From an optimization exercise on the open Yosys and OpenROAD flow, aimed at small area and a short achievable clock period; shortcuts taken in it are not production practice.
At most, simulation tests tie the RTL to the original design; equivalence was not proved.
The RTL of run 2 was laid out without a check of its function.
No activity file was given, so power comes from the tool's default toggle rates. No driver is modelled on the clock port, so clocking that relies on it looks cheaper here than on a real chip.

==> flow/design.v, too long to show whole: its modules and the start of the top module <==
// module fulladder: 9 lines
// module nbitfulladder: 18 lines
// module twoscomplement: 3 lines
// module mux2_1: 3 lines
// module nbitshifter: 3 lines
// module pipelinediv: 1372 lines
module pipelinediv (clock, dividend, divisor, quotient, remainder);
  // ...
==> flow/flow/run.sh <==
#!/bin/bash
set -euo pipefail
bash standard.sh "BUFFER_PORTS_ARGS=-buffer_cell sky130_fd_sc_hd__buf_2" "CTS_ARGS=-sink_clustering_enable -repair_clock_nets -dont_use_dummy_load -buf_list sky130_fd_sc_hd__clkbuf_16 -sink_clustering_size 30 -sink_clustering_max_diameter 80" finish > make_finish.log 2>&1
==> flow/standard.sh <==
#!/bin/bash
# synth_recipe.tcl (not shown) runs the flow's synth.tcl, then flattens the netlist and writes it again
# the make line also repeats each setting of config.mk as NAME=value (left out here)
make -C /OpenROAD-flow-scripts/flow DESIGN_CONFIG=/design/flow/config.mk WORK_HOME=/design/flow/orfs CLKGATE_MAP_FILE= SYNTH_SCRIPT=/design/flow/synth_recipe.tcl "${@:-finish}"
==> flow/config.mk <==
export PLATFORM = sky130hd
export DESIGN_NAME = pipelinediv
export DESIGN_NICKNAME = pipelinediv
export VERILOG_FILES = /design/flow/design.v
export SDC_FILE = /design/flow/constraint.sdc
export NUM_CORES = 4
export LEC_CHECK = 0
export CAP_MARGIN = 20
export CORE_MARGIN = 2
export CORE_UTILIZATION = 70
export PLACE_DENSITY = 0.8
export SLEW_MARGIN = 20
==> flow/constraint.sdc <==
create_clock -name core_clock -period 18.0 [get_ports {clock}]
set_input_delay 3.6000 -clock core_clock [delete_from_list [all_inputs] [get_ports {clock}]]
set_output_delay 3.6000 -clock core_clock [all_outputs]
set_load 0.01 [all_outputs]
==> metrics.md, run 1 <==
| Metric | Value |
|---|---|
| Status | no timing/DRC/antenna violations |
| Worst Slack Setup Final | 13.27 ns |
| Clock Power Share | 0.192 |
| Finished Layout Cells | about 5,000 |
| Crit Reg-Reg Startpoint | x15[31]$_DFF_P_ |
| Syn nets | 4,261 |
| Final hold vios | 0 |
| CTS clk-pin slew, worst paths | approximately 0.10 ns |
| Layout clock buffers | 76 |
| CP Capture Type | output pin |
| Fmax | between 200 and 250 MHz |
| Post-synthesis mux area share | 0.06519 |
| Wire length on met1 | approximately 28,000 um |
| CTS tree | yes |
| Number of max-cap violations | 0 |
| Post-Synth Adder-Cell Area | 0.1089 |
| Sequential power | 5.33 mW |
| Die X | between 200 and 300 um |
| Most common cell in the netlist | dfxtp_1 |
| Total internal power | 7.294 mW |
| PD cells | roughly 170 mW/mm2 |
| R2R setup slack | around 14 ns |
| P_leak | 25.55 nW |
| EDFF count, synth | 0 |
| Avg Cell Area, Syn | about 15 um2 |
| Setup violators final | 0 |
| Post-DP HPWL | 48,720 um |
| Comb_multi_in | between 1,500 and 2,000 |
| GR Util met2 | 0.3412 |
| Post-synthesis compound-gate area fraction | 0.05515 |
| Setup CP Type | reg -> out |
| Worst-case reg-to-reg path depth | 13 |
| WP data required | 14.40 ns |
| Worst VDD drop | between 0.0001 and 0.00015 V |
==> run 2: changes to the inputs <==
--- a/flow/design.v
+++ b/flow/design.v
@@ -42,11 +42,11 @@
 output [15:0] remainder;
 reg [31:0] x0;
 reg [15:0] d0;
-always @(posedge clock) begin x0 <= dividend; d0 <= ~divisor; end
+always @(posedge clock) begin x0 <= dividend; d0 <= 16'd0 - divisor; end
 wire [0:0] g1s0_s = x0[31];
-wire [0:0] g1s0_g = g1s0_s[0] | d0[0];
+wire [0:0] g1s0_g = g1s0_s[0:0] & d0[0:0];
 wire [0:0] g1s0_p = g1s0_s[0:0] ^ d0[0:0];
-wire [0:0] g1s0_b = {1'b1};
+wire [0:0] g1s0_b = {1'b0};
 wire g1s0_q = g1s0_g[0] & (&d0[15:1]);
 wire [0:0] g1s0_df = g1s0_p[0:0] ^ g1s0_b[0:0];
 wire [0:0] g1s0_r = g1s0_q ? g1s0_df : g1s0_s[0:0];
@@ -56,10 +56,10 @@
 reg [0:0] r1;
 always @(posedge clock) begin x1 <= g1s0_x; d1 <= d0; r1 <= g1s0_r; end
 wire [1:0] g2s0_s = {r1, x1[31]};
-wire [1:0] g2s0_g = {g2s0_s[1:1] & d1[1:1], g2s0_s[0] | d1[0]};
+wire [1:0] g2s0_g = g2s0_s[1:0] & d1[1:0];
 wire [1:0] g2s0_p = g2s0_s[1:0] ^ d1[1:0];
 wire g2s0_G0_1 = g2s0_g[1] | (g2s0_p[1] & g2s0_g[0]);
-wire [1:0] g2s0_b = {g2s0_g[0], 1'b1};
+wire [1:0] g2s0_b = {g2s0_g[0], 1'b0};
 wire g2s0_q = g2s0_G0_1 & (&d1[15:2]);
 wire [1:0] g2s0_df = g2s0_p[1:0] ^ g2s0_b[1:0];
 wire [1:0] g2s0_r = g2s0_q ? g2s0_df : g2s0_s[1:0];
@@ -69,11 +69,11 @@
 reg [1:0] r2;
 always @(posedge clock) begin x2 <= g2s0_x; d2 <= d1; r2 <= g2s0_r; end
 wire [2:0] g3s0_s = {r2, x2[31]};
-wire [2:0] g3s0_g = {g3s0_s[2:1] & d2[2:1], g3s0_s[0] | d2[0]};
+wire [2:0] g3s0_g = g3s0_s[2:0] & d2[2:0];
 wire [2:0] g3s0_p = g3s0_s[2:0] ^ d2[2:0];
 wire g3s0_G0_1 = g3s0_g[1] | (g3s0_p[1] & g3s0_g[0]);
 wire g3s0_G1_2 = g3s0_g[2] | (g3s0_p[2] & g3s0_G0_1);
-wire [2:0] g3s0_b = {g3s0_G0_1, g3s0_g[0], 1'b1};
+wire [2:0] g3s0_b = {g3s0_G0_1, g3s0_g[0], 1'b0};
 wire g3s0_q = g3s0_G1_2 & (&d2[15:3]);
 wire [2:0] g3s0_df = g3s0_p[2:0] ^ g3s0_b[2:0];
 wire [2:0] g3s0_r = g3s0_q ? g3s0_df : g3s0_s[2:0];
@@ -83,12 +83,12 @@
 reg [2:0] r3;
 always @(posedge clock) begin x3 <= g3s0_x; d3 <= d2; r3 <= g3s0_r; end
 wire [3:0] g4s0_s = {r3, x3[31]};
-wire [3:0] g4s0_g = {g4s0_s[3:1] & d3[3:1], g4s0_s[0] | d3[0]};
+wire [3:0] g4s0_g = g4s0_s[3:0] & d3[3:0];
 wire [3:0] g4s0_p = g4s0_s[3:0] ^ d3[3:0];
 wire g4s0_G0_1 = g4s0_g[1] | (g4s0_p[1] & g4s0_g[0]);
 wire g4s0_G1_2 = g4s0_g[2] | (g4s0_p[2] & g4s0_G0_1);
 wire g4s0_G2_3 = g4s0_g[3] | (g4s0_p[3] & g4s0_G1_2);
-wire [3:0] g4s0_b = {g4s0_G1_2, g4s0_G0_1, g4s0_g[0], 1'b1};
+wire [3:0] g4s0_b = {g4s0_G1_2, g4s0_G0_1, g4s0_g[0], 1'b0};
 wire g4s0_q = g4s0_G2_3 & (&d3[15:4]);
 wire [3:0] g4s0_df = g4s0_p[3:0] ^ g4s0_b[3:0];
 wire [3:0] g4s0_r = g4s0_q ? g4s0_df : g4s0_s[3:0];
@@ -98,13 +98,13 @@
 reg [3:0] r4;
 always @(posedge clock) begin x4 <= g4s0_x; d4 <= d3; r4 <= g4s0_r; end
 wire [4:0] g5s0_s = {r4, x4[31]};
-wire [4:0] g5s0_g = {g5s0_s[4:1] & d4[4:1], g5s0_s[0] | d4[0]};
+wire [4:0] g5s0_g = g5s0_s[4:0] & d4[4:0];
 wire [4:0] g5s0_p = g5s0_s[4:0] ^ d4[4:0];
 wire g5s0_G0_1 = g5s0_g[1] | (g5s0_p[1] & g5s0_g[0]);
 wire g5s0_G1_2 = g5s0_g[2] | (g5s0_p[2] & g5s0_G0_1);
 wire g5s0_G2_3 = g5s0_g[3] | (g5s0_p[3] & g5s0_G1_2);
 wire g5s0_G3_4 = g5s0_g[4] | (g5s0_p[4] & g5s0_G2_3);
-wire [4:0] g5s0_b = {g5s0_G2_3, g5s0_G1_2, g5s0_G0_1, g5s0_g[0], 1'b1};
+wire [4:0] g5s0_b = {g5s0_G2_3, g5s0_G1_2, g5s0_G0_1, g5s0_g[0], 1'b0};
 wire g5s0_q = g5s0_G3_4 & (&d4[15:5]);
 wire [4:0] g5s0_df = g5s0_p[4:0] ^ g5s0_b[4:0];
 wire [4:0] g5s0_r = g5s0_q ? g5s0_df : g5s0_s[4:0];
@@ -114,14 +114,14 @@
 reg [4:0] r5;
 always @(posedge clock) begin x5 <= g5s0_x; d5 <= d4; r5 <= g5s0_r; end
 wire [5:0] g6s0_s = {r5, x5[31]};
-wire [5:0] g6s0_g = {g6s0_s[5:1] & d5[5:1], g6s0_s[0] | d5[0]};
+wire [5:0] g6s0_g = g6s0_s[5:0] & d5[5:0];
 wire [5:0] g6s0_p = g6s0_s[5:0] ^ d5[5:0];
 wire g6s0_G0_1 = g6s0_g[1] | (g6s0_p[1] & g6s0_g[0]);
 wire g6s0_G1_2 = g6s0_g[2] | (g6s0_p[2] & g6s0_G0_1);
 wire g6s0_G2_3 = g6s0_g[3] | (g6s0_p[3] & g6s0_G1_2);
 wire g6s0_G3_4 = g6s0_g[4] | (g6s0_p[4] & g6s0_G2_3);
 wire g6s0_G4_5 = g6s0_g[5] | (g6s0_p[5] & g6s0_G3_4);
-wire [5:0] g6s0_b = {g6s0_G3_4, g6s0_G2_3, g6s0_G1_2, g6s0_G0_1, g6s0_g[0], 1'b1};
+wire [5:0] g6s0_b = {g6s0_G3_4, g6s0_G2_3, g6s0_G1_2, g6s0_G0_1, g6s0_g[0], 1'b0};
 wire g6s0_q = g6s0_G4_5 & (&d5[15:6]);
 wire [5:0] g6s0_df = g6s0_p[5:0] ^ g6s0_b[5:0];
 wire [5:0] g6s0_r = g6s0_q ? g6s0_df : g6s0_s[5:0];
@@ -131,7 +131,7 @@
 reg [5:0] r6;
 always @(posedge clock) begin x6 <= g6s0_x; d6 <= d5; r6 <= g6s0_r; end
 wire [6:0] g7s0_s = {r6, x6[31]};
-wire [6:0] g7s0_g = {g7s0_s[6:1] & d6[6:1], g7s0_s[0] | d6[0]};
+wire [6:0] g7s0_g = g7s0_s[6:0] & d6[6:0];
 wire [6:0] g7s0_p = g7s0_s[6:0] ^ d6[6:0];
 wire g7s0_G0_1 = g7s0_g[1] | (g7s0_p[1] & g7s0_g[0]);
 wire g7s0_G1_2 = g7s0_g[2] | (g7s0_p[2] & g7s0_G0_1);
@@ -139,7 +139,7 @@
 wire g7s0_G3_4 = g7s0_g[4] | (g7s0_p[4] & g7s0_G2_3);
 wire g7s0_G4_5 = g7s0_g[5] | (g7s0_p[5] & g7s0_G3_4);
 wire g7s0_G5_6 = g7s0_g[6] | (g7s0_p[6] & g7s0_G4_5);
-wire [6:0] g7s0_b = {g7s0_G4_5, g7s0_G3_4, g7s0_G2_3, g7s0_G1_2, g7s0_G0_1, g7s0_g[0], 1'b1};
+wire [6:0] g7s0_b = {g7s0_G4_5, g7s0_G3_4, g7s0_G2_3, g7s0_G1_2, g7s0_G0_1, g7s0_g[0], 1'b0};
 wire g7s0_q = g7s0_G5_6 & (&d6[15:7]);
 wire [6:0] g7s0_df = g7s0_p[6:0] ^ g7s0_b[6:0];
 wire [6:0] g7s0_r = g7s0_q ? g7s0_df : g7s0_s[6:0];
@@ -149,7 +149,7 @@
 reg [6:0] r7;
 always @(posedge clock) begin x7 <= g7s0_x; d7 <= d6; r7 <= g7s0_r; end
 wire [7:0] g8s0_s = {r7, x7[31]};
-wire [7:0] g8s0_g = {g8s0_s[7:1] & d7[7:1], g8s0_s[0] | d7[0]};
+wire [7:0] g8s0_g = g8s0_s[7:0] & d7[7:0];
 wire [7:0] g8s0_p = g8s0_s[7:0] ^ d7[7:0];
 wire g8s0_G0_1 = g8s0_g[1] | (g8s0_p[1] & g8s0_g[0]);
 wire g8s0_G1_2 = g8s0_g[2] | (g8s0_p[2] & g8s0_G0_1);
@@ -160,7 +160,7 @@
 wire g8s0_P5_7 = g8s0_p[7] & g8s0_p[6];
 wire g8s0_G6_6 = g8s0_g[6] | (g8s0_p[6] & g8s0_G4_5);
 wire g8s0_G6_7 = g8s0_G5_7 | (g8s0_P5_7 & g8s0_G4_5);
-wire [7:0] g8s0_b = {g8s0_G6_6, g8s0_G4_5, g8s0_G3_4, g8s0_G2_3, g8s0_G1_2, g8s0_G0_1, g8s0_g[0], 1'b1};
+wire [7:0] g8s0_b = {g8s0_G6_6, g8s0_G4_5, g8s0_G3_4, g8s0_G2_3, g8s0_G1_2, g8s0_G0_1, g8s0_g[0], 1'b0};
 wire g8s0_q = g8s0_G6_7 & (&d7[15:8]);
 wire [7:0] g8s0_df = g8s0_p[7:0] ^ g8s0_b[7:0];
 wire [7:0] g8s0_r = g8s0_q ? g8s0_df : g8s0_s[7:0];
@@ -170,7 +170,7 @@
 reg [7:0] r8;
 always @(posedge clock) begin x8 <= g8s0_x; d8 <= d7; r8 <= g8s0_r; end
 wire [8:0] g9s0_s = {r8, x8[31]};
-wire [8:0] g9s0_g = {g9s0_s[8:1] & d8[8:1], g9s0_s[0] | d8[0]};
+wire [8:0] g9s0_g = g9s0_s[8:0] & d8[8:0];
 wire [8:0] g9s0_p = g9s0_s[8:0] ^ d8[8:0];
 wire g9s0_G0_1 = g9s0_g[1] | (g9s0_p[1] & g9s0_g[0]);
 wire g9s0_G1_2 = g9s0_g[2] | (g9s0_p[2] & g9s0_G0_1);
@@ -184,7 +184,7 @@
 wire g9s0_G7_6 = g9s0_g[6] | (g9s0_p[6] & g9s0_G4_5);
 wire g9s0_G7_7 = g9s0_G5_7 | (g9s0_P5_7 & g9s0_G4_5);
 wire g9s0_G7_8 = g9s0_G6_8 | (g9s0_P6_8 & g9s0_G4_5);
-wire [8:0] g9s0_b = {g9s0_G7_7, g9s0_G7_6, g9s0_G4_5, g9s0_G3_4, g9s0_G2_3, g9s0_G1_2, g9s0_G0_1, g9s0_g[0], 1'b1};
+wire [8:0] g9s0_b = {g9s0_G7_7, g9s0_G7_6, g9s0_G4_5, g9s0_G3_4, g9s0_G2_3, g9s0_G1_2, g9s0_G0_1, g9s0_g[0], 1'b0};
 wire g9s0_q = g9s0_G7_8 & (&d8[15:9]);
 wire [8:0] g9s0_df = g9s0_p[8:0] ^ g9s0_b[8:0];
 wire [8:0] g9s0_r = g9s0_q ? g9s0_df : g9s0_s[8:0];
@@ -194,7 +194,7 @@
 reg [8:0] r9;
 always @(posedge clock) begin x9 <= g9s0_x; d9 <= d8; r9 <= g9s0_r; end
 wire [9:0] g10s0_s = {r9, x9[31]};
-wire [9:0] g10s0_g = {g10s0_s[9:1] & d9[9:1], g10s0_s[0] | d9[0]};
+wire [9:0] g10s0_g = g10s0_s[9:0] & d9[9:0];
 wire [9:0] g10s0_p = g10s0_s[9:0] ^ d9[9:0];
 wire g10s0_G0_1 = g10s0_g[1] | (g10s0_p[1] & g10s0_g[0]);
 wire g10s0_G1_2 = g10s0_g[2] | (g10s0_p[2] & g10s0_G0_1);
@@ -213,7 +213,7 @@
 wire g10s0_G7_7 = g10s0_G5_7 | (g10s0_P5_7 & g10s0_G4_5);
 wire g10s0_G7_8 = g10s0_G6_8 | (g10s0_P6_8 & g10s0_G4_5);
 wire g10s0_G7_9 = g10s0_G6_9 | (g10s0_P6_9 & g10s0_G4_5);
-wire [9:0] g10s0_b = {g10s0_G7_8, g10s0_G7_7, g10s0_G7_6, g10s0_G4_5, g10s0_G3_4, g10s0_G2_3, g10s0_G1_2, g10s0_G0_1, g10s0_g[0], 1'b1};
+wire [9:0] g10s0_b = {g10s0_G7_8, g10s0_G7_7, g10s0_G7_6, g10s0_G4_5, g10s0_G3_4, g10s0_G2_3, g10s0_G1_2, g10s0_G0_1, g10s0_g[0], 1'b0};
 wire g10s0_q = g10s0_G7_9 & (&d9[15:10]);
 wire [9:0] g10s0_df = g10s0_p[9:0] ^ g10s0_b[9:0];
 wire [9:0] g10s0_r = g10s0_q ? g10s0_df : g10s0_s[9:0];
@@ -223,7 +223,7 @@
 reg [9:0] r10;
 always @(posedge clock) begin x10 <= g10s0_x; d10 <= d9; r10 <= g10s0_r; end
 wire [10:0] g11s0_s = {r10, x10[31]};
-wire [10:0] g11s0_g = {g11s0_s[10:1] & d10[10:1], g11s0_s[0] | d10[0]};
+wire [10:0] g11s0_g = g11s0_s[10:0] & d10[10:0];
 wire [10:0] g11s0_p = g11s0_s[10:0] ^ d10[10:0];
 wire g11s0_G0_1 = g11s0_g[1] | (g11s0_p[1] & g11s0_g[0]);
 wire g11s0_G1_2 = g11s0_g[2] | (g11s0_p[2] & g11s0_G0_1);
@@ -245,7 +245,7 @@
 wire g11s0_G8_8 = g11s0_G6_8 | (g11s0_P6_8 & g11s0_G4_5);
 wire g11s0_G8_9 = g11s0_G6_9 | (g11s0_P6_9 & g11s0_G4_5);
 wire g11s0_G8_10 = g11s0_G7_10 | (g11s0_P7_10 & g11s0_G4_5);
-wire [10:0] g11s0_b = {g11s0_G8_9, g11s0_G8_8, g11s0_G8_7, g11s0_G8_6, g11s0_G4_5, g11s0_G3_4, g11s0_G2_3, g11s0_G1_2, g11s0_G0_1, g11s0_g[0], 1'b1};
+wire [10:0] g11s0_b = {g11s0_G8_9, g11s0_G8_8, g11s0_G8_7, g11s0_G8_6, g11s0_G4_5, g11s0_G3_4, g11s0_G2_3, g11s0_G1_2, g11s0_G0_1, g11s0_g[0], 1'b0};
 wire g11s0_q = g11s0_G8_10 & (&d10[15:11]);
 wire [10:0] g11s0_df = g11s0_p[10:0] ^ g11s0_b[10:0];
 wire [10:0] g11s0_r = g11s0_q ? g11s0_df : g11s0_s[10:0];
@@ -255,7 +255,7 @@
 reg [10:0] r11;
 always @(posedge clock) begin x11 <= g11s0_x; d11 <= d10; r11 <= g11s0_r; end
 wire [11:0] g12s0_s = {r11, x11[31]};
-wire [11:0] g12s0_g = {g12s0_s[11:1] & d11[11:1], g12s0_s[0] | d11[0]};
+wire [11:0] g12s0_g = g12s0_s[11:0] & d11[11:0];
 wire [11:0] g12s0_p = g12s0_s[11:0] ^ d11[11:0];
 wire g12s0_G0_1 = g12s0_g[1] | (g12s0_p[1] & g12s0_g[0]);
 wire g12s0_G1_2 = g12s0_g[2] | (g12s0_p[2] & g12s0_G0_1);
@@ -282,7 +282,7 @@
 wire g12s0_G8_9 = g12s0_G6_9 | (g12s0_P6_9 & g12s0_G4_5);
 wire g12s0_G8_10 = g12s0_G7_10 | (g12s0_P7_10 & g12s0_G4_5);
 wire g12s0_G8_11 = g12s0_G7_11 | (g12s0_P7_11 & g12s0_G4_5);
-wire [11:0] g12s0_b = {g12s0_G8_10, g12s0_G8_9, g12s0_G8_8, g12s0_G8_7, g12s0_G8_6, g12s0_G4_5, g12s0_G3_4, g12s0_G2_3, g12s0_G1_2, g12s0_G0_1, g12s0_g[0], 1'b1};
+wire [11:0] g12s0_b = {g12s0_G8_10, g12s0_G8_9, g12s0_G8_8, g12s0_G8_7, g12s0_G8_6, g12s0_G4_5, g12s0_G3_4, g12s0_G2_3, g12s0_G1_2, g12s0_G0_1, g12s0_g[0], 1'b0};
 wire g12s0_q = g12s0_G8_11 & (&d11[15:12]);
 wire [11:0] g12s0_df = g12s0_p[11:0] ^ g12s0_b[11:0];
 wire [11:0] g12s0_r = g12s0_q ? g12s0_df : g12s0_s[11:0];
@@ -292,7 +292,7 @@
 reg [11:0] r12;
 always @(posedge clock) begin x12 <= g12s0_x; d12 <= d11; r12 <= g12s0_r; end
 wire [12:0] g13s0_s = {r12, x12[31]};
-wire [12:0] g13s0_g = {g13s0_s[12:1] & d12[12:1], g13s0_s[0] | d12[0]};
+wire [12:0] g13s0_g = g13s0_s[12:0] & d12[12:0];
 wire [12:0] g13s0_p = g13s0_s[12:0] ^ d12[12:0];
 wire g13s0_G0_1 = g13s0_g[1] | (g13s0_p[1] & g13s0_g[0]);
 wire g13s0_G1_2 = g13s0_g[2] | (g13s0_p[2] & g13s0_G0_1);
@@ -324,7 +324,7 @@
 wire g13s0_G8_10 = g13s0_G7_10 | (g13s0_P7_10 & g13s0_G4_5);
 wire g13s0_G8_11 = g13s0_G7_11 | (g13s0_P7_11 & g13s0_G4_5);
 wire g13s0_G8_12 = g13s0_G7_12 | (g13s0_P7_12 & g13s0_G4_5);
-wire [12:0] g13s0_b = {g13s0_G8_11, g13s0_G8_10, g13s0_G8_9, g13s0_G8_8, g13s0_G8_7, g13s0_G8_6, g13s0_G4_5, g13s0_G3_4, g13s0_G2_3, g13s0_G1_2, g13s0_G0_1, g13s0_g[0], 1'b1};
+wire [12:0] g13s0_b = {g13s0_G8_11, g13s0_G8_10, g13s0_G8_9, g13s0_G8_8, g13s0_G8_7, g13s0_G8_6, g13s0_G4_5, g13s0_G3_4, g13s0_G2_3, g13s0_G1_2, g13s0_G0_1, g13s0_g[0], 1'b0};
 wire g13s0_q = g13s0_G8_12 & (&d12[15:13]);
 wire [12:0] g13s0_df = g13s0_p[12:0] ^ g13s0_b[12:0];
 wire [12:0] g13s0_r = g13s0_q ? g13s0_df : g13s0_s[12:0];
@@ -334,7 +334,7 @@
 reg [12:0] r13;
 always @(posedge clock) begin x13 <= g13s0_x; d13 <= d12; r13 <= g13s0_r; end
 wire [13:0] g14s0_s = {r13, x13[31]};
-wire [13:0] g14s0_g = {g14s0_s[13:1] & d13[13:1], g14s0_s[0] | d13[0]};
+wire [13:0] g14s0_g = g14s0_s[13:0] & d13[13:0];
 wire [13:0] g14s0_p = g14s0_s[13:0] ^ d13[13:0];
 wire g14s0_G0_1 = g14s0_g[1] | (g14s0_p[1] & g14s0_g[0]);
 wire g14s0_G1_2 = g14s0_g[2] | (g14s0_p[2] & g14s0_G0_1);
@@ -373,7 +373,7 @@
 wire g14s0_G8_11 = g14s0_G7_11 | (g14s0_P7_11 & g14s0_G4_5);
 wire g14s0_G8_12 = g14s0_G7_12 | (g14s0_P7_12 & g14s0_G4_5);
 wire g14s0_G8_13 = g14s0_G7_13 | (g14s0_P7_13 & g14s0_G4_5);
-wire [13:0] g14s0_b = {g14s0_G8_12, g14s0_G8_11, g14s0_G8_10, g14s0_G8_9, g14s0_G8_8, g14s0_G8_7, g14s0_G8_6, g14s0_G4_5, g14s0_G3_4, g14s0_G2_3, g14s0_G1_2, g14s0_G0_1, g14s0_g[0], 1'b1};
+wire [13:0] g14s0_b = {g14s0_G8_12, g14s0_G8_11, g14s0_G8_10, g14s0_G8_9, g14s0_G8_8, g14s0_G8_7, g14s0_G8_6, g14s0_G4_5, g14s0_G3_4, g14s0_G2_3, g14s0_G1_2, g14s0_G0_1, g14s0_g[0], 1'b0};
 wire g14s0_q = g14s0_G8_13 & (&d13[15:14]);
 wire [13:0] g14s0_df = g14s0_p[13:0] ^ g14s0_b[13:0];
 wire [13:0] g14s0_r = g14s0_q ? g14s0_df : g14s0_s[13:0];
@@ -383,7 +383,7 @@
 reg [13:0] r14;
 always @(posedge clock) begin x14 <= g14s0_x; d14 <= d13; r14 <= g14s0_r; end
 wire [14:0] g15s0_s = {r14, x14[31]};
-wire [14:0] g15s0_g = {g15s0_s[14:1] & d14[14:1], g15s0_s[0] | d14[0]};
+wire [14:0] g15s0_g = g15s0_s[14:0] & d14[14:0];
 wire [14:0] g15s0_p = g15s0_s[14:0] ^ d14[14:0];
 wire g15s0_G0_1 = g15s0_g[1] | (g15s0_p[1] & g15s0_g[0]);
 wire g15s0_G1_2 = g15s0_g[2] | (g15s0_p[2] & g15s0_G0_1);
@@ -425,7 +425,7 @@
 wire g15s0_G9_12 = g15s0_G7_12 | (g15s0_P7_12 & g15s0_G4_5);
 wire g15s0_G9_13 = g15s0_G7_13 | (g15s0_P7_13 & g15s0_G4_5);
 wire g15s0_G9_14 = g15s0_G8_14 | (g15s0_P8_14 & g15s0_G4_5);
-wire [14:0] g15s0_b = {g15s0_G9_13, g15s0_G9_12, g15s0_G9_11, g15s0_G9_10, g15s0_G9_9, g15s0_G9_8, g15s0_G9_7, g15s0_G9_6, g15s0_G4_5, g15s0_G3_4, g15s0_G2_3, g15s0_G1_2, g15s0_G0_1, g15s0_g[0], 1'b1};
+wire [14:0] g15s0_b = {g15s0_G9_13, g15s0_G9_12, g15s0_G9_11, g15s0_G9_10, g15s0_G9_9, g15s0_G9_8, g15s0_G9_7, g15s0_G9_6, g15s0_G4_5, g15s0_G3_4, g15s0_G2_3, g15s0_G1_2, g15s0_G0_1, g15s0_g[0], 1'b0};
 wire g15s0_q = g15s0_G9_14 & (&d14[15:15]);
 wire [14:0] g15s0_df = g15s0_p[14:0] ^ g15s0_b[14:0];
 wire [14:0] g15s0_r = g15s0_q ? g15s0_df : g15s0_s[14:0];
@@ -435,7 +435,7 @@
 reg [14:0] r15;
 always @(posedge clock) begin x15 <= g15s0_x; d15 <= d14; r15 <= g15s0_r; end
 wire [15:0] g16s0_s = {r15, x15[31]};
-wire [15:0] g16s0_g = {g16s0_s[15:1] & d15[15:1], g16s0_s[0] | d15[0]};
+wire [15:0] g16s0_g = g16s0_s[15:0] & d15[15:0];
 wire [15:0] g16s0_p = g16s0_s[15:0] ^ d15[15:0];
 wire g16s0_G0_1 = g16s0_g[1] | (g16s0_p[1] & g16s0_g[0]);
 wire g16s0_G1_2 = g16s0_g[2] | (g16s0_p[2] & g16s0_G0_1);
@@ -482,7 +482,7 @@
 wire g16s0_G9_13 = g16s0_G7_13 | (g16s0_P7_13 & g16s0_G4_5);
 wire g16s0_G9_14 = g16s0_G8_14 | (g16s0_P8_14 & g16s0_G4_5);
 wire g16s0_G9_15 = g16s0_G8_15 | (g16s0_P8_15 & g16s0_G4_5);
-wire [15:0] g16s0_b = {g16s0_G9_14, g16s0_G9_13, g16s0_G9_12, g16s0_G9_11, g16s0_G9_10, g16s0_G9_9, g16s0_G9_8, g16s0_G9_7, g16s0_G9_6, g16s0_G4_5, g16s0_G3_4, g16s0_G2_3, g16s0_G1_2, g16s0_G0_1, g16s0_g[0], 1'b1};
+wire [15:0] g16s0_b = {g16s0_G9_14, g16s0_G9_13, g16s0_G9_12, g16s0_G9_11, g16s0_G9_10, g16s0_G9_9, g16s0_G9_8, g16s0_G9_7, g16s0_G9_6, g16s0_G4_5, g16s0_G3_4, g16s0_G2_3, g16s0_G1_2, g16s0_G0_1, g16s0_g[0], 1'b0};
 wire g16s0_q = g16s0_G9_15;
 wire [15:0] g16s0_df = g16s0_p[15:0] ^ g16s0_b[15:0];
 wire [15:0] g16s0_r = g16s0_q ? g16s0_df : g16s0_s[15:0];
@@ -492,7 +492,7 @@
 reg [15:0] r16;
 always @(posedge clock) begin x16 <= g16s0_x; d16 <= d15; r16 <= g16s0_r; end
 wire [16:0] g17s0_s = {r16, x16[31]};
-wire [15:0] g17s0_g = {g17s0_s[15:1] & d16[15:1], g17s0_s[0] | d16[0]};
+wire [15:0] g17s0_g = g17s0_s[15:0] & d16[15:0];
 wire [15:0] g17s0_p = g17s0_s[15:0] ^ d16[15:0];
 wire g17s0_G0_1 = g17s0_g[1] | (g17s0_p[1] & g17s0_g[0]);
 wire g17s0_G1_2 = g17s0_g[2] | (g17s0_p[2] & g17s0_G0_1);
@@ -539,7 +539,7 @@
 wire g17s0_G9_13 = g17s0_G7_13 | (g17s0_P7_13 & g17s0_G4_5);
 wire g17s0_G9_14 = g17s0_G8_14 | (g17s0_P8_14 & g17s0_G4_5);
 wire g17s0_G9_15 = g17s0_G8_15 | (g17s0_P8_15 & g17s0_G4_5);
-wire [15:0] g17s0_b = {g17s0_G9_14, g17s0_G9_13, g17s0_G9_12, g17s0_G9_11, g17s0_G9_10, g17s0_G9_9, g17s0_G9_8, g17s0_G9_7, g17s0_G9_6, g17s0_G4_5, g17s0_G3_4, g17s0_G2_3, g17s0_G1_2, g17s0_G0_1, g17s0_g[0], 1'b1};
+wire [15:0] g17s0_b = {g17s0_G9_14, g17s0_G9_13, g17s0_G9_12, g17s0_G9_11, g17s0_G9_10, g17s0_G9_9, g17s0_G9_8, g17s0_G9_7, g17s0_G9_6, g17s0_G4_5, g17s0_G3_4, g17s0_G2_3, g17s0_G1_2, g17s0_G0_1, g17s0_g[0], 1'b0};
 wire g17s0_q = g17s0_s[16] | g17s0_G9_15;
 wire [15:0] g17s0_df = g17s0_p[15:0] ^ g17s0_b[15:0];
 wire [15:0] g17s0_r = g17s0_q ? g17s0_df : g17s0_s[15:0];
@@ -549,7 +549,7 @@
 reg [15:0] r17;
 always @(posedge clock) begin x17 <= g17s0_x; d17 <= d16; r17 <= g17s0_r; end
 wire [16:0] g18s0_s = {r17, x17[31]};
-wire [15:0] g18s0_g = {g18s0_s[15:1] & d17[15:1], g18s0_s[0] | d17[0]};
+wire [15:0] g18s0_g = g18s0_s[15:0] & d17[15:0];
 wire [15:0] g18s0_p = g18s0_s[15:0] ^ d17[15:0];
 wire g18s0_G0_1 = g18s0_g[1] | (g18s0_p[1] & g18s0_g[0]);
 wire g18s0_G1_2 = g18s0_g[2] | (g18s0_p[2] & g18s0_G0_1);
@@ -596,7 +596,7 @@
 wire g18s0_G9_13 = g18s0_G7_13 | (g18s0_P7_13 & g18s0_G4_5);
 wire g18s0_G9_14 = g18s0_G8_14 | (g18s0_P8_14 & g18s0_G4_5);
 wire g18s0_G9_15 = g18s0_G8_15 | (g18s0_P8_15 & g18s0_G4_5);
-wire [15:0] g18s0_b = {g18s0_G9_14, g18s0_G9_13, g18s0_G9_12, g18s0_G9_11, g18s0_G9_10, g18s0_G9_9, g18s0_G9_8, g18s0_G9_7, g18s0_G9_6, g18s0_G4_5, g18s0_G3_4, g18s0_G2_3, g18s0_G1_2, g18s0_G0_1, g18s0_g[0], 1'b1};
+wire [15:0] g18s0_b = {g18s0_G9_14, g18s0_G9_13, g18s0_G9_12, g18s0_G9_11, g18s0_G9_10, g18s0_G9_9, g18s0_G9_8, g18s0_G9_7, g18s0_G9_6, g18s0_G4_5, g18s0_G3_4, g18s0_G2_3, g18s0_G1_2, g18s0_G0_1, g18s0_g[0], 1'b0};
 wire g18s0_q = g18s0_s[16] | g18s0_G9_15;
 wire [15:0] g18s0_df = g18s0_p[15:0] ^ g18s0_b[15:0];
 wire [15:0] g18s0_r = g18s0_q ? g18s0_df : g18s0_s[15:0];
@@ -606,7 +606,7 @@
 reg [15:0] r18;
 always @(posedge clock) begin x18 <= g18s0_x; d18 <= d17; r18 <= g18s0_r; end
 wire [16:0] g19s0_s = {r18, x18[31]};
-wire [15:0] g19s0_g = {g19s0_s[15:1] & d18[15:1], g19s0_s[0] | d18[0]};
+wire [15:0] g19s0_g = g19s0_s[15:0] & d18[15:0];
 wire [15:0] g19s0_p = g19s0_s[15:0] ^ d18[15:0];
 wire g19s0_G0_1 = g19s0_g[1] | (g19s0_p[1] & g19s0_g[0]);
 wire g19s0_G1_2 = g19s0_g[2] | (g19s0_p[2] & g19s0_G0_1);
@@ -653,7 +653,7 @@
 wire g19s0_G9_13 = g19s0_G7_13 | (g19s0_P7_13 & g19s0_G4_5);
 wire g19s0_G9_14 = g19s0_G8_14 | (g19s0_P8_14 & g19s0_G4_5);
 wire g19s0_G9_15 = g19s0_G8_15 | (g19s0_P8_15 & g19s0_G4_5);
-wire [15:0] g19s0_b = {g19s0_G9_14, g19s0_G9_13, g19s0_G9_12, g19s0_G9_11, g19s0_G9_10, g19s0_G9_9, g19s0_G9_8, g19s0_G9_7, g19s0_G9_6, g19s0_G4_5, g19s0_G3_4, g19s0_G2_3, g19s0_G1_2, g19s0_G0_1, g19s0_g[0], 1'b1};
+wire [15:0] g19s0_b = {g19s0_G9_14, g19s0_G9_13, g19s0_G9_12, g19s0_G9_11, g19s0_G9_10, g19s0_G9_9, g19s0_G9_8, g19s0_G9_7, g19s0_G9_6, g19s0_G4_5, g19s0_G3_4, g19s0_G2_3, g19s0_G1_2, g19s0_G0_1, g19s0_g[0], 1'b0};
 wire g19s0_q = g19s0_s[16] | g19s0_G9_15;
 wire [15:0] g19s0_df = g19s0_p[15:0] ^ g19s0_b[15:0];
 wire [15:0] g19s0_r = g19s0_q ? g19s0_df : g19s0_s[15:0];
@@ -663,7 +663,7 @@
 reg [15:0] r19;
 always @(posedge clock) begin x19 <= g19s0_x; d19 <= d18; r19 <= g19s0_r; end
 wire [16:0] g20s0_s = {r19, x19[31]};
-wire [15:0] g20s0_g = {g20s0_s[15:1] & d19[15:1], g20s0_s[0] | d19[0]};
+wire [15:0] g20s0_g = g20s0_s[15:0] & d19[15:0];
 wire [15:0] g20s0_p = g20s0_s[15:0] ^ d19[15:0];
 wire g20s0_G0_1 = g20s0_g[1] | (g20s0_p[1] & g20s0_g[0]);
 wire g20s0_G1_2 = g20s0_g[2] | (g20s0_p[2] & g20s0_G0_1);
@@ -710,7 +710,7 @@
 wire g20s0_G9_13 = g20s0_G7_13 | (g20s0_P7_13 & g20s0_G4_5);
 wire g20s0_G9_14 = g20s0_G8_14 | (g20s0_P8_14 & g20s0_G4_5);
 wire g20s0_G9_15 = g20s0_G8_15 | (g20s0_P8_15 & g20s0_G4_5);
-wire [15:0] g20s0_b = {g20s0_G9_14, g20s0_G9_13, g20s0_G9_12, g20s0_G9_11, g20s0_G9_10, g20s0_G9_9, g20s0_G9_8, g20s0_G9_7, g20s0_G9_6, g20s0_G4_5, g20s0_G3_4, g20s0_G2_3, g20s0_G1_2, g20s0_G0_1, g20s0_g[0], 1'b1};
+wire [15:0] g20s0_b = {g20s0_G9_14, g20s0_G9_13, g20s0_G9_12, g20s0_G9_11, g20s0_G9_10, g20s0_G9_9, g20s0_G9_8, g20s0_G9_7, g20s0_G9_6, g20s0_G4_5, g20s0_G3_4, g20s0_G2_3, g20s0_G1_2, g20s0_G0_1, g20s0_g[0], 1'b0};
 wire g20s0_q = g20s0_s[16] | g20s0_G9_15;
 wire [15:0] g20s0_df = g20s0_p[15:0] ^ g20s0_b[15:0];
 wire [15:0] g20s0_r = g20s0_q ? g20s0_df : g20s0_s[15:0];
@@ -720,7 +720,7 @@
 reg [15:0] r20;
 always @(posedge clock) begin x20 <= g20s0_x; d20 <= d19; r20 <= g20s0_r; end
 wire [16:0] g21s0_s = {r20, x20[31]};
-wire [15:0] g21s0_g = {g21s0_s[15:1] & d20[15:1], g21s0_s[0] | d20[0]};
+wire [15:0] g21s0_g = g21s0_s[15:0] & d20[15:0];
 wire [15:0] g21s0_p = g21s0_s[15:0] ^ d20[15:0];
 wire g21s0_G0_1 = g21s0_g[1] | (g21s0_p[1] & g21s0_g[0]);
 wire g21s0_G1_2 = g21s0_g[2] | (g21s0_p[2] & g21s0_G0_1);
@@ -767,7 +767,7 @@
 wire g21s0_G9_13 = g21s0_G7_13 | (g21s0_P7_13 & g21s0_G4_5);
 wire g21s0_G9_14 = g21s0_G8_14 | (g21s0_P8_14 & g21s0_G4_5);
 wire g21s0_G9_15 = g21s0_G8_15 | (g21s0_P8_15 & g21s0_G4_5);
-wire [15:0] g21s0_b = {g21s0_G9_14, g21s0_G9_13, g21s0_G9_12, g21s0_G9_11, g21s0_G9_10, g21s0_G9_9, g21s0_G9_8, g21s0_G9_7, g21s0_G9_6, g21s0_G4_5, g21s0_G3_4, g21s0_G2_3, g21s0_G1_2, g21s0_G0_1, g21s0_g[0], 1'b1};
+wire [15:0] g21s0_b = {g21s0_G9_14, g21s0_G9_13, g21s0_G9_12, g21s0_G9_11, g21s0_G9_10, g21s0_G9_9, g21s0_G9_8, g21s0_G9_7, g21s0_G9_6, g21s0_G4_5, g21s0_G3_4, g21s0_G2_3, g21s0_G1_2, g21s0_G0_1, g21s0_g[0], 1'b0};
 wire g21s0_q = g21s0_s[16] | g21s0_G9_15;
 wire [15:0] g21s0_df = g21s0_p[15:0] ^ g21s0_b[15:0];
 wire [15:0] g21s0_r = g21s0_q ? g21s0_df : g21s0_s[15:0];
@@ -777,7 +777,7 @@
 reg [15:0] r21;
 always @(posedge clock) begin x21 <= g21s0_x; d21 <= d20; r21 <= g21s0_r; end
 wire [16:0] g22s0_s = {r21, x21[31]};
-wire [15:0] g22s0_g = {g22s0_s[15:1] & d21[15:1], g22s0_s[0] | d21[0]};
+wire [15:0] g22s0_g = g22s0_s[15:0] & d21[15:0];
 wire [15:0] g22s0_p = g22s0_s[15:0] ^ d21[15:0];
 wire g22s0_G0_1 = g22s0_g[1] | (g22s0_p[1] & g22s0_g[0]);
 wire g22s0_G1_2 = g22s0_g[2] | (g22s0_p[2] & g22s0_G0_1);
@@ -824,7 +824,7 @@
 wire g22s0_G9_13 = g22s0_G7_13 | (g22s0_P7_13 & g22s0_G4_5);
 wire g22s0_G9_14 = g22s0_G8_14 | (g22s0_P8_14 & g22s0_G4_5);
 wire g22s0_G9_15 = g22s0_G8_15 | (g22s0_P8_15 & g22s0_G4_5);
-wire [15:0] g22s0_b = {g22s0_G9_14, g22s0_G9_13, g22s0_G9_12, g22s0_G9_11, g22s0_G9_10, g22s0_G9_9, g22s0_G9_8, g22s0_G9_7, g22s0_G9_6, g22s0_G4_5, g22s0_G3_4, g22s0_G2_3, g22s0_G1_2, g22s0_G0_1, g22s0_g[0], 1'b1};
+wire [15:0] g22s0_b = {g22s0_G9_14, g22s0_G9_13, g22s0_G9_12, g22s0_G9_11, g22s0_G9_10, g22s0_G9_9, g22s0_G9_8, g22s0_G9_7, g22s0_G9_6, g22s0_G4_5, g22s0_G3_4, g22s0_G2_3, g22s0_G1_2, g22s0_G0_1, g22s0_g[0], 1'b0};
 wire g22s0_q = g22s0_s[16] | g22s0_G9_15;
 wire [15:0] g22s0_df = g22s0_p[15:0] ^ g22s0_b[15:0];
 wire [15:0] g22s0_r = g22s0_q ? g22s0_df : g22s0_s[15:0];
@@ -834,7 +834,7 @@
 reg [15:0] r22;
 always @(posedge clock) begin x22 <= g22s0_x; d22 <= d21; r22 <= g22s0_r; end
 wire [16:0] g23s0_s = {r22, x22[31]};
-wire [15:0] g23s0_g = {g23s0_s[15:1] & d22[15:1], g23s0_s[0] | d22[0]};
+wire [15:0] g23s0_g = g23s0_s[15:0] & d22[15:0];
 wire [15:0] g23s0_p = g23s0_s[15:0] ^ d22[15:0];
 wire g23s0_G0_1 = g23s0_g[1] | (g23s0_p[1] & g23s0_g[0]);
 wire g23s0_G1_2 = g23s0_g[2] | (g23s0_p[2] & g23s0_G0_1);
@@ -881,7 +881,7 @@
 wire g23s0_G9_13 = g23s0_G7_13 | (g23s0_P7_13 & g23s0_G4_5);
 wire g23s0_G9_14 = g23s0_G8_14 | (g23s0_P8_14 & g23s0_G4_5);
 wire g23s0_G9_15 = g23s0_G8_15 | (g23s0_P8_15 & g23s0_G4_5);
-wire [15:0] g23s0_b = {g23s0_G9_14, g23s0_G9_13, g23s0_G9_12, g23s0_G9_11, g23s0_G9_10, g23s0_G9_9, g23s0_G9_8, g23s0_G9_7, g23s0_G9_6, g23s0_G4_5, g23s0_G3_4, g23s0_G2_3, g23s0_G1_2, g23s0_G0_1, g23s0_g[0], 1'b1};
+wire [15:0] g23s0_b = {g23s0_G9_14, g23s0_G9_13, g23s0_G9_12, g23s0_G9_11, g23s0_G9_10, g23s0_G9_9, g23s0_G9_8, g23s0_G9_7, g23s0_G9_6, g23s0_G4_5, g23s0_G3_4, g23s0_G2_3, g23s0_G1_2, g23s0_G0_1, g23s0_g[0], 1'b0};
 wire g23s0_q = g23s0_s[16] | g23s0_G9_15;
 wire [15:0] g23s0_df = g23s0_p[15:0] ^ g23s0_b[15:0];
 wire [15:0] g23s0_r = g23s0_q ? g23s0_df : g23s0_s[15:0];
@@ -891,7 +891,7 @@
 reg [15:0] r23;
 always @(posedge clock) begin x23 <= g23s0_x; d23 <= d22; r23 <= g23s0_r; end
 wire [16:0] g24s0_s = {r23, x23[31]};
-wire [15:0] g24s0_g = {g24s0_s[15:1] & d23[15:1], g24s0_s[0] | d23[0]};
+wire [15:0] g24s0_g = g24s0_s[15:0] & d23[15:0];
 wire [15:0] g24s0_p = g24s0_s[15:0] ^ d23[15:0];
 wire g24s0_G0_1 = g24s0_g[1] | (g24s0_p[1] & g24s0_g[0]);
 wire g24s0_G1_2 = g24s0_g[2] | (g24s0_p[2] & g24s0_G0_1);
@@ -938,7 +938,7 @@
 wire g24s0_G9_13 = g24s0_G7_13 | (g24s0_P7_13 & g24s0_G4_5);
 wire g24s0_G9_14 = g24s0_G8_14 | (g24s0_P8_14 & g24s0_G4_5);
 wire g24s0_G9_15 = g24s0_G8_15 | (g24s0_P8_15 & g24s0_G4_5);
-wire [15:0] g24s0_b = {g24s0_G9_14, g24s0_G9_13, g24s0_G9_12, g24s0_G9_11, g24s0_G9_10, g24s0_G9_9, g24s0_G9_8, g24s0_G9_7, g24s0_G9_6, g24s0_G4_5, g24s0_G3_4, g24s0_G2_3, g24s0_G1_2, g24s0_G0_1, g24s0_g[0], 1'b1};
+wire [15:0] g24s0_b = {g24s0_G9_14, g24s0_G9_13, g24s0_G9_12, g24s0_G9_11, g24s0_G9_10, g24s0_G9_9, g24s0_G9_8, g24s0_G9_7, g24s0_G9_6, g24s0_G4_5, g24s0_G3_4, g24s0_G2_3, g24s0_G1_2, g24s0_G0_1, g24s0_g[0], 1'b0};
 wire g24s0_q = g24s0_s[16] | g24s0_G9_15;
 wire [15:0] g24s0_df = g24s0_p[15:0] ^ g24s0_b[15:0];
 wire [15:0] g24s0_r = g24s0_q ? g24s0_df : g24s0_s[15:0];
@@ -948,7 +948,7 @@
 reg [15:0] r24;
 always @(posedge clock) begin x24 <= g24s0_x; d24 <= d23; r24 <= g24s0_r; end
 wire [16:0] g25s0_s = {r24, x24[31]};
-wire [15:0] g25s0_g = {g25s0_s[15:1] & d24[15:1], g25s0_s[0] | d24[0]};
+wire [15:0] g25s0_g = g25s0_s[15:0] & d24[15:0];
 wire [15:0] g25s0_p = g25s0_s[15:0] ^ d24[15:0];
 wire g25s0_G0_1 = g25s0_g[1] | (g25s0_p[1] & g25s0_g[0]);
 wire g25s0_G1_2 = g25s0_g[2] | (g25s0_p[2] & g25s0_G0_1);
@@ -995,7 +995,7 @@
 wire g25s0_G9_13 = g25s0_G7_13 | (g25s0_P7_13 & g25s0_G4_5);
 wire g25s0_G9_14 = g25s0_G8_14 | (g25s0_P8_14 & g25s0_G4_5);
 wire g25s0_G9_15 = g25s0_G8_15 | (g25s0_P8_15 & g25s0_G4_5);
-wire [15:0] g25s0_b = {g25s0_G9_14, g25s0_G9_13, g25s0_G9_12, g25s0_G9_11, g25s0_G9_10, g25s0_G9_9, g25s0_G9_8, g25s0_G9_7, g25s0_G9_6, g25s0_G4_5, g25s0_G3_4, g25s0_G2_3, g25s0_G1_2, g25s0_G0_1, g25s0_g[0], 1'b1};
+wire [15:0] g25s0_b = {g25s0_G9_14, g25s0_G9_13, g25s0_G9_12, g25s0_G9_11, g25s0_G9_10, g25s0_G9_9, g25s0_G9_8, g25s0_G9_7, g25s0_G9_6, g25s0_G4_5, g25s0_G3_4, g25s0_G2_3, g25s0_G1_2, g25s0_G0_1, g25s0_g[0], 1'b0};
 wire g25s0_q = g25s0_s[16] | g25s0_G9_15;
 wire [15:0] g25s0_df = g25s0_p[15:0] ^ g25s0_b[15:0];
 wire [15:0] g25s0_r = g25s0_q ? g25s0_df : g25s0_s[15:0];
@@ -1005,7 +1005,7 @@
 reg [15:0] r25;
 always @(posedge clock) begin x25 <= g25s0_x; d25 <= d24; r25 <= g25s0_r; end
 wire [16:0] g26s0_s = {r25, x25[31]};
-wire [15:0] g26s0_g = {g26s0_s[15:1] & d25[15:1], g26s0_s[0] | d25[0]};
+wire [15:0] g26s0_g = g26s0_s[15:0] & d25[15:0];
 wire [15:0] g26s0_p = g26s0_s[15:0] ^ d25[15:0];
 wire g26s0_G0_1 = g26s0_g[1] | (g26s0_p[1] & g26s0_g[0]);
 wire g26s0_G1_2 = g26s0_g[2] | (g26s0_p[2] & g26s0_G0_1);
@@ -1052,7 +1052,7 @@
 wire g26s0_G9_13 = g26s0_G7_13 | (g26s0_P7_13 & g26s0_G4_5);
 wire g26s0_G9_14 = g26s0_G8_14 | (g26s0_P8_14 & g26s0_G4_5);
 wire g26s0_G9_15 = g26s0_G8_15 | (g26s0_P8_15 & g26s0_G4_5);
-wire [15:0] g26s0_b = {g26s0_G9_14, g26s0_G9_13, g26s0_G9_12, g26s0_G9_11, g26s0_G9_10, g26s0_G9_9, g26s0_G9_8, g26s0_G9_7, g26s0_G9_6, g26s0_G4_5, g26s0_G3_4, g26s0_G2_3, g26s0_G1_2, g26s0_G0_1, g26s0_g[0], 1'b1};
+wire [15:0] g26s0_b = {g26s0_G9_14, g26s0_G9_13, g26s0_G9_12, g26s0_G9_11, g26s0_G9_10, g26s0_G9_9, g26s0_G9_8, g26s0_G9_7, g26s0_G9_6, g26s0_G4_5, g26s0_G3_4, g26s0_G2_3, g26s0_G1_2, g26s0_G0_1, g26s0_g[0], 1'b0};
 wire g26s0_q = g26s0_s[16] | g26s0_G9_15;
 wire [15:0] g26s0_df = g26s0_p[15:0] ^ g26s0_b[15:0];
 wire [15:0] g26s0_r = g26s0_q ? g26s0_df : g26s0_s[15:0];
@@ -1062,7 +1062,7 @@
 reg [15:0] r26;
 always @(posedge clock) begin x26 <= g26s0_x; d26 <= d25; r26 <= g26s0_r; end
 wire [16:0] g27s0_s = {r26, x26[31]};
-wire [15:0] g27s0_g = {g27s0_s[15:1] & d26[15:1], g27s0_s[0] | d26[0]};
+wire [15:0] g27s0_g = g27s0_s[15:0] & d26[15:0];
 wire [15:0] g27s0_p = g27s0_s[15:0] ^ d26[15:0];
 wire g27s0_G0_1 = g27s0_g[1] | (g27s0_p[1] & g27s0_g[0]);
 wire g27s0_G1_2 = g27s0_g[2] | (g27s0_p[2] & g27s0_G0_1);
@@ -1109,7 +1109,7 @@
 wire g27s0_G9_13 = g27s0_G7_13 | (g27s0_P7_13 & g27s0_G4_5);
 wire g27s0_G9_14 = g27s0_G8_14 | (g27s0_P8_14 & g27s0_G4_5);
 wire g27s0_G9_15 = g27s0_G8_15 | (g27s0_P8_15 & g27s0_G4_5);
-wire [15:0] g27s0_b = {g27s0_G9_14, g27s0_G9_13, g27s0_G9_12, g27s0_G9_11, g27s0_G9_10, g27s0_G9_9, g27s0_G9_8, g27s0_G9_7, g27s0_G9_6, g27s0_G4_5, g27s0_G3_4, g27s0_G2_3, g27s0_G1_2, g27s0_G0_1, g27s0_g[0], 1'b1};
+wire [15:0] g27s0_b = {g27s0_G9_14, g27s0_G9_13, g27s0_G9_12, g27s0_G9_11, g27s0_G9_10, g27s0_G9_9, g27s0_G9_8, g27s0_G9_7, g27s0_G9_6, g27s0_G4_5, g27s0_G3_4, g27s0_G2_3, g27s0_G1_2, g27s0_G0_1, g27s0_g[0], 1'b0};
 wire g27s0_q = g27s0_s[16] | g27s0_G9_15;
 wire [15:0] g27s0_df = g27s0_p[15:0] ^ g27s0_b[15:0];
 wire [15:0] g27s0_r = g27s0_q ? g27s0_df : g27s0_s[15:0];
@@ -1119,7 +1119,7 @@
 reg [15:0] r27;
 always @(posedge clock) begin x27 <= g27s0_x; d27 <= d26; r27 <= g27s0_r; end
 wire [16:0] g28s0_s = {r27, x27[31]};
-wire [15:0] g28s0_g = {g28s0_s[15:1] & d27[15:1], g28s0_s[0] | d27[0]};
+wire [15:0] g28s0_g = g28s0_s[15:0] & d27[15:0];
 wire [15:0] g28s0_p = g28s0_s[15:0] ^ d27[15:0];
 wire g28s0_G0_1 = g28s0_g[1] | (g28s0_p[1] & g28s0_g[0]);
 wire g28s0_G1_2 = g28s0_g[2] | (g28s0_p[2] & g28s0_G0_1);
@@ -1166,7 +1166,7 @@
 wire g28s0_G9_13 = g28s0_G7_13 | (g28s0_P7_13 & g28s0_G4_5);
 wire g28s0_G9_14 = g28s0_G8_14 | (g28s0_P8_14 & g28s0_G4_5);
 wire g28s0_G9_15 = g28s0_G8_15 | (g28s0_P8_15 & g28s0_G4_5);
-wire [15:0] g28s0_b = {g28s0_G9_14, g28s0_G9_13, g28s0_G9_12, g28s0_G9_11, g28s0_G9_10, g28s0_G9_9, g28s0_G9_8, g28s0_G9_7, g28s0_G9_6, g28s0_G4_5, g28s0_G3_4, g28s0_G2_3, g28s0_G1_2, g28s0_G0_1, g28s0_g[0], 1'b1};
+wire [15:0] g28s0_b = {g28s0_G9_14, g28s0_G9_13, g28s0_G9_12, g28s0_G9_11, g28s0_G9_10, g28s0_G9_9, g28s0_G9_8, g28s0_G9_7, g28s0_G9_6, g28s0_G4_5, g28s0_G3_4, g28s0_G2_3, g28s0_G1_2, g28s0_G0_1, g28s0_g[0], 1'b0};
 wire g28s0_q = g28s0_s[16] | g28s0_G9_15;
 wire [15:0] g28s0_df = g28s0_p[15:0] ^ g28s0_b[15:0];
 wire [15:0] g28s0_r = g28s0_q ? g28s0_df : g28s0_s[15:0];
@@ -1176,7 +1176,7 @@
 reg [15:0] r28;
 always @(posedge clock) begin x28 <= g28s0_x; d28 <= d27; r28 <= g28s0_r; end
 wire [16:0] g29s0_s = {r28, x28[31]};
-wire [15:0] g29s0_g = {g29s0_s[15:1] & d28[15:1], g29s0_s[0] | d28[0]};
+wire [15:0] g29s0_g = g29s0_s[15:0] & d28[15:0];
 wire [15:0] g29s0_p = g29s0_s[15:0] ^ d28[15:0];
 wire g29s0_G0_1 = g29s0_g[1] | (g29s0_p[1] & g29s0_g[0]);
 wire g29s0_G1_2 = g29s0_g[2] | (g29s0_p[2] & g29s0_G0_1);
@@ -1223,7 +1223,7 @@
 wire g29s0_G9_13 = g29s0_G7_13 | (g29s0_P7_13 & g29s0_G4_5);
 wire g29s0_G9_14 = g29s0_G8_14 | (g29s0_P8_14 & g29s0_G4_5);
 wire g29s0_G9_15 = g29s0_G8_15 | (g29s0_P8_15 & g29s0_G4_5);
-wire [15:0] g29s0_b = {g29s0_G9_14, g29s0_G9_13, g29s0_G9_12, g29s0_G9_11, g29s0_G9_10, g29s0_G9_9, g29s0_G9_8, g29s0_G9_7, g29s0_G9_6, g29s0_G4_5, g29s0_G3_4, g29s0_G2_3, g29s0_G1_2, g29s0_G0_1, g29s0_g[0], 1'b1};
+wire [15:0] g29s0_b = {g29s0_G9_14, g29s0_G9_13, g29s0_G9_12, g29s0_G9_11, g29s0_G9_10, g29s0_G9_9, g29s0_G9_8, g29s0_G9_7, g29s0_G9_6, g29s0_G4_5, g29s0_G3_4, g29s0_G2_3, g29s0_G1_2, g29s0_G0_1, g29s0_g[0], 1'b0};
 wire g29s0_q = g29s0_s[16] | g29s0_G9_15;
 wire [15:0] g29s0_df = g29s0_p[15:0] ^ g29s0_b[15:0];
 wire [15:0] g29s0_r = g29s0_q ? g29s0_df : g29s0_s[15:0];
@@ -1233,7 +1233,7 @@
 reg [15:0] r29;
 always @(posedge clock) begin x29 <= g29s0_x; d29 <= d28; r29 <= g29s0_r; end
 wire [16:0] g30s0_s = {r29, x29[31]};
-wire [15:0] g30s0_g = {g30s0_s[15:1] & d29[15:1], g30s0_s[0] | d29[0]};
+wire [15:0] g30s0_g = g30s0_s[15:0] & d29[15:0];
 wire [15:0] g30s0_p = g30s0_s[15:0] ^ d29[15:0];
 wire g30s0_G0_1 = g30s0_g[1] | (g30s0_p[1] & g30s0_g[0]);
 wire g30s0_G1_2 = g30s0_g[2] | (g30s0_p[2] & g30s0_G0_1);
@@ -1280,7 +1280,7 @@
 wire g30s0_G9_13 = g30s0_G7_13 | (g30s0_P7_13 & g30s0_G4_5);
 wire g30s0_G9_14 = g30s0_G8_14 | (g30s0_P8_14 & g30s0_G4_5);
 wire g30s0_G9_15 = g30s0_G8_15 | (g30s0_P8_15 & g30s0_G4_5);
-wire [15:0] g30s0_b = {g30s0_G9_14, g30s0_G9_13, g30s0_G9_12, g30s0_G9_11, g30s0_G9_10, g30s0_G9_9, g30s0_G9_8, g30s0_G9_7, g30s0_G9_6, g30s0_G4_5, g30s0_G3_4, g30s0_G2_3, g30s0_G1_2, g30s0_G0_1, g30s0_g[0], 1'b1};
+wire [15:0] g30s0_b = {g30s0_G9_14, g30s0_G9_13, g30s0_G9_12, g30s0_G9_11, g30s0_G9_10, g30s0_G9_9, g30s0_G9_8, g30s0_G9_7, g30s0_G9_6, g30s0_G4_5, g30s0_G3_4, g30s0_G2_3, g30s0_G1_2, g30s0_G0_1, g30s0_g[0], 1'b0};
 wire g30s0_q = g30s0_s[16] | g30s0_G9_15;
 wire [15:0] g30s0_df = g30s0_p[15:0] ^ g30s0_b[15:0];
 wire [15:0] g30s0_r = g30s0_q ? g30s0_df : g30s0_s[15:0];
@@ -1290,7 +1290,7 @@
 reg [15:0] r30;
 always @(posedge clock) begin x30 <= g30s0_x; d30 <= d29; r30 <= g30s0_r; end
 wire [16:0] g31s0_s = {r30, x30[31]};
-wire [15:0] g31s0_g = {g31s0_s[15:1] & d30[15:1], g31s0_s[0] | d30[0]};
+wire [15:0] g31s0_g = g31s0_s[15:0] & d30[15:0];
 wire [15:0] g31s0_p = g31s0_s[15:0] ^ d30[15:0];
 wire g31s0_G0_1 = g31s0_g[1] | (g31s0_p[1] & g31s0_g[0]);
 wire g31s0_G1_2 = g31s0_g[2] | (g31s0_p[2] & g31s0_G0_1);
@@ -1337,7 +1337,7 @@
 wire g31s0_G9_13 = g31s0_G7_13 | (g31s0_P7_13 & g31s0_G4_5);
 wire g31s0_G9_14 = g31s0_G8_14 | (g31s0_P8_14 & g31s0_G4_5);
 wire g31s0_G9_15 = g31s0_G8_15 | (g31s0_P8_15 & g31s0_G4_5);
-wire [15:0] g31s0_b = {g31s0_G9_14, g31s0_G9_13, g31s0_G9_12, g31s0_G9_11, g31s0_G9_10, g31s0_G9_9, g31s0_G9_8, g31s0_G9_7, g31s0_G9_6, g31s0_G4_5, g31s0_G3_4, g31s0_G2_3, g31s0_G1_2, g31s0_G0_1, g31s0_g[0], 1'b1};
+wire [15:0] g31s0_b = {g31s0_G9_14, g31s0_G9_13, g31s0_G9_12, g31s0_G9_11, g31s0_G9_10, g31s0_G9_9, g31s0_G9_8, g31s0_G9_7, g31s0_G9_6, g31s0_G4_5, g31s0_G3_4, g31s0_G2_3, g31s0_G1_2, g31s0_G0_1, g31s0_g[0], 1'b0};
 wire g31s0_q = g31s0_s[16] | g31s0_G9_15;
 wire [15:0] g31s0_df = g31s0_p[15:0] ^ g31s0_b[15:0];
 wire [15:0] g31s0_r = g31s0_q ? g31s0_df : g31s0_s[15:0];
@@ -1347,7 +1347,7 @@
 reg [15:0] r31;
 always @(posedge clock) begin x31 <= g31s0_x; d31 <= d30; r31 <= g31s0_r; end
 wire [16:0] g32s0_s = {r31, x31[31]};
-wire [15:0] g32s0_g = {g32s0_s[15:1] & d31[15:1], g32s0_s[0] | d31[0]};
+wire [15:0] g32s0_g = g32s0_s[15:0] & d31[15:0];
 wire [15:0] g32s0_p = g32s0_s[15:0] ^ d31[15:0];
 wire g32s0_G0_1 = g32s0_g[1] | (g32s0_p[1] & g32s0_g[0]);
 wire g32s0_G1_2 = g32s0_g[2] | (g32s0_p[2] & g32s0_G0_1);
@@ -1394,14 +1394,14 @@
 wire g32s0_G9_13 = g32s0_G7_13 | (g32s0_P7_13 & g32s0_G4_5);
 wire g32s0_G9_14 = g32s0_G8_14 | (g32s0_P8_14 & g32s0_G4_5);
 wire g32s0_G9_15 = g32s0_G8_15 | (g32s0_P8_15 & g32s0_G4_5);
-wire [15:0] g32s0_b = {g32s0_G9_14, g32s0_G9_13, g32s0_G9_12, g32s0_G9_11, g32s0_G9_10, g32s0_G9_9, g32s0_G9_8, g32s0_G9_7, g32s0_G9_6, g32s0_G4_5, g32s0_G3_4, g32s0_G2_3, g32s0_G1_2, g32s0_G0_1, g32s0_g[0], 1'b1};
+wire [15:0] g32s0_b = {g32s0_G9_14, g32s0_G9_13, g32s0_G9_12, g32s0_G9_11, g32s0_G9_10, g32s0_G9_9, g32s0_G9_8, g32s0_G9_7, g32s0_G9_6, g32s0_G4_5, g32s0_G3_4, g32s0_G2_3, g32s0_G1_2, g32s0_G0_1, g32s0_g[0], 1'b0};
 wire g32s0_q = g32s0_s[16] | g32s0_G9_15;
 wire [15:0] g32s0_df = g32s0_p[15:0] ^ g32s0_b[15:0];
 wire [15:0] g32s0_r = g32s0_q ? g32s0_df : g32s0_s[15:0];
 wire [31:0] g32s0_x = {x31[30:0], g32s0_q};
 reg [31:0] x32;
 reg [15:0] r32;
-wire nz32 = ~&d31;
+wire nz32 = |d31;
 always @(posedge clock) begin x32 <= g32s0_x & {32{nz32}}; r32 <= g32s0_r; end
 assign quotient = x32;
 assign remainder = r32;
==> run 2 against run 1 <==
  * Worst setup slack improved by 0.0062 ns
  * Critical path depth rose by 11
  * Clock power barely moved
  * Utilization rose by 0.57 points
  * Register-to-register slack got worse by 0.31 ns
  * Critical endpoint is now r13[0]$_DFF_P_
  * Largest cell class unchanged
==> metrics.md, run 2 <==
| Metric | Value |
|---|---|
| Synth Register Bits | roughly 2,000 |
| Worst-case reg-to-reg path depth | 12 (-1) |
| Status | no timing/DRC/antenna violations |
| R2R setup slack | 13.28 ns (-0.31 ns) |
| Vias | roughly 26,000 |
| Worst VDD drop | 0.0001028 V (-12%) |
| DRC errors left | 0 |
| Commonest cells after routing, fill and taps aside | 1,960 x dfxtp_1, 314 x mux2_2, 247 x ha_1 |
| Die X | 286.8 um (-0.34%) |
| Mapped Area | between 0.05 and 0.06 mm2 |
| Row count | approximately 100 |
| Vias in the first global route | between 20,000 and 30,000 |
| Hold path cells | 0 |
| Worst hold slack | about 0.31 ns |
| Crit Reg-Reg Startpoint | x12[31]$_DFF_P_ |
| Worst Slack Setup Final | 13.28 ns (+0.006200 ns) |
| Crit-path slowest cell | o21ai_2 |
| Final hold vios | 0 (unchanged) |
| RSZ-0062 raised after global routing | no |
| List of most frequent post-synthesis cells | 1,960 x dfxtp_1, 314 x mux2_2, 247 x ha_1 |
| Synth unique cells | 64 |
| Hold Path Class | reg -> reg |
| Leading post-synthesis cells by cell area | dfxtp_1 70%, mux2_2 6.3%, ha_1 5.5% |
| Root Driver | clkbuf_16 |
| Commonest non-fill, non-tap cell in the layout | dfxtp_1 |
| Clk buf depth | 3 |
| Port Buffers | 96 |
| PD cells | 168.7 mW/mm2 (+0.21%) |
| Ys Warns | 1 |
| Post-CTS setup buffers | 0 |
| Placer Congestion | a little under 0.8 |
| Post-DP HPWL | 49,720 um (+2.0%) |
| Net count, final | 4,336 |
| Post-CTS Resized | 0 |
| Finished Layout Cells | 4,935 (-1.7%) |
| Skew final | between 0.03 and 0.04 ns |
| Cell Area, Placed | ~0.058 mm2 |
| Overall Power | 10.05 mW |
| Syn nets | 4,187 (-1.7%) |
| CP most frequent cell | fa_1 |
| GR Util All Layers | 0.1811 |
| CTS tree | yes |
| Most common cell in the netlist | dfxtp_1 |
| Largest net degree at the start of global routing | 33 |
| Yosys top cell by area | dfxtp_1 |
| P_leak | 25.01 nW (-2.1%) |
| CP Capture Type | register |
| Wirelength, routed | between 70,000 and 80,000 um |
| Avg Cell Area, Syn | 14.98 um2 (+1.3%) |
| Vias per cell | roughly 5.2 |
| Worst Setup Start Kind | register |
| P&R area growth vs syn | 6.413% |
| Fin crit period | about 4.7 ns |
| Die footprint | about 0.082 mm2 |
| Die H | 286.8 um |
| Setup CP Type | reg -> reg |
| Area share of the largest cell type after synthesis | 0.7008 |
| DRT Pass-1 Iters | 4 |
| Slowest cell delay on critical path | ~0.64 ns |
| EDFF count, synth | 0 (unchanged) |
| Number of max-cap violations | 0 (unchanged) |
| Post-Layout Inst Area | between 0.05 and 0.06 mm2 |
| Fmax | 211.9 MHz (+0.13%) |
| Worst R2R End | r13[0]$_DFF_P_ |
| WP data required | 18.55 ns (+4.15 ns) |
| Crit Path Max Fanout | 13 |
| Wirelength per Cell | 14.74 um |
| Setup violators final | 0 (unchanged) |
| Sequential element share of the synthesized area | 0.7008 |
| Clk sink count | a little under 2,000 |
| CTS clk-pin slew, worst paths | 0.11 ns (about the same) |
-- run 2: changes by cell type in the layout (fill, tap and decap cells not counted), sizes merged, moves of 7 or more --
cell	previous run	this run
inv	158	52
mux2	289	325
and2	1	35
nor2b	42	14
mux2i	36	12
a21oi	116	101
nand2	61	75
xnor2	118	130
o21ai	49	59
a21o	74	81
-- run 2: layout make-up --
class	count	area (um2)	share of cell area
clock buffers	76	1902	0.03192
repair buffers	101	518.0	0.008694
multi-input cells	1695	16410	0.2755
inverters	53	198.9	0.003339
well taps	1050	1314	0.02205
flip-flops and latches	1960	39240	0.6585
-- run 2: how the worst max path moves through the flow --
stage / from / to / slack, ns / cells after the start
2_1_floorplan: divisor[3] / d0[13]$_DFF_P_ / 13.24 / 6
3_3_place_gp: divisor[3] / d0[13]$_DFF_P_ / 13.02 / 7
3_5_place_dp: divisor[3] / d0[13]$_DFF_P_ / 12.96 / 7
4_1_cts: x12[31]$_DFF_P_ / r13[9]$_DFF_P_ / 13.25 / 12
5_1_grt: d12[0]$_DFF_P_ / r13[0]$_DFF_P_ / 13.10 / 12
6_report: x12[31]$_DFF_P_ / r13[0]$_DFF_P_ / 13.28 / 12
-- run 2: logic make-up (layout without fill, tap and decap cells) --
kind of cell | count (synthesis) | count (layout) | synth area share
compound gates | 392 | 392 | 0.05059
xor+xnor | 191 | 191 | 0.02988
fa+ha+maj | 400 | 400 | 0.1099
buf+inv | 83 | 230 | 0.006369
flops | 1960 | 1960 | 0.7008
mux | 337 | 337 | 0.06811
simple gates | 375 | 375 | 0.03437
-- run 2: report_power, final --
| part | internal, mW | switching (mW) | leakage [nW] |
|---|---|---|---|
| sequential | 5.05 | 0.309 | 16.4 |
| combinational | 1.48 | 1.28 | 7.67 |
| clock | 0.764 | 1.17 | 0.937 |
-- run 2: worst reg2reg max path, cell delays in order (launching register included) --
cell and delay [ns]:
dfxtp_1 0.34, ha_1 0.20, fa_1 0.40, fa_1 0.39, fa_1 0.39, fa_1 0.39
fa_1 0.44, a211oi_1 0.29, o21bai_1 0.19, a221o_1 0.34, and2_1 0.18, o21ai_2 0.64
mux2_2 0.43
-- run 2: metal layers --
layer | up-vias | track usage | routed length (um)
met5 | - | 0 | 0
met4 | 0 | 0.05078 | 1653
met3 | 108 | 0.02508 | 1629
met2 | 196 | 0.3507 | 39190
met1 | 12280 | 0.2066 | 30270
li1 | 12930 | - | -

## static timing again, ports no longer ideal
In the flow no input, the clock included, has a driving cell. The finished layouts below were timed again as built, in two steps.
Step 1: set_driving_cell puts a clkbuf_16 on clock and a buf_2 on each other input, an assumption about the parent block.
Step 2 times the ports against the registers' clock, not the clock port: input delays grow and output delays shrink by t, the midpoint of the rising clock arrivals with the driver on.
Slacks: ideal / step 1 / step 2; pairs: ideal / step 1.
| run | t (ns) | setup slack, ns | clock arrival spread, ns |
|---|---|---|---|
| run 1 | 0.680 | 13.274 / 13.211 / 13.594 | 0.079 / 0.079 |
| run 2 | 0.689 | 13.280 / 13.252 / 12.957 | 0.050 / 0.050 |
After both steps setup and hold are still met in every run listed. For run 2, which loses most, drivers alone change the setup slack by -0.028 ns; drivers and shift together by -0.323 ns.
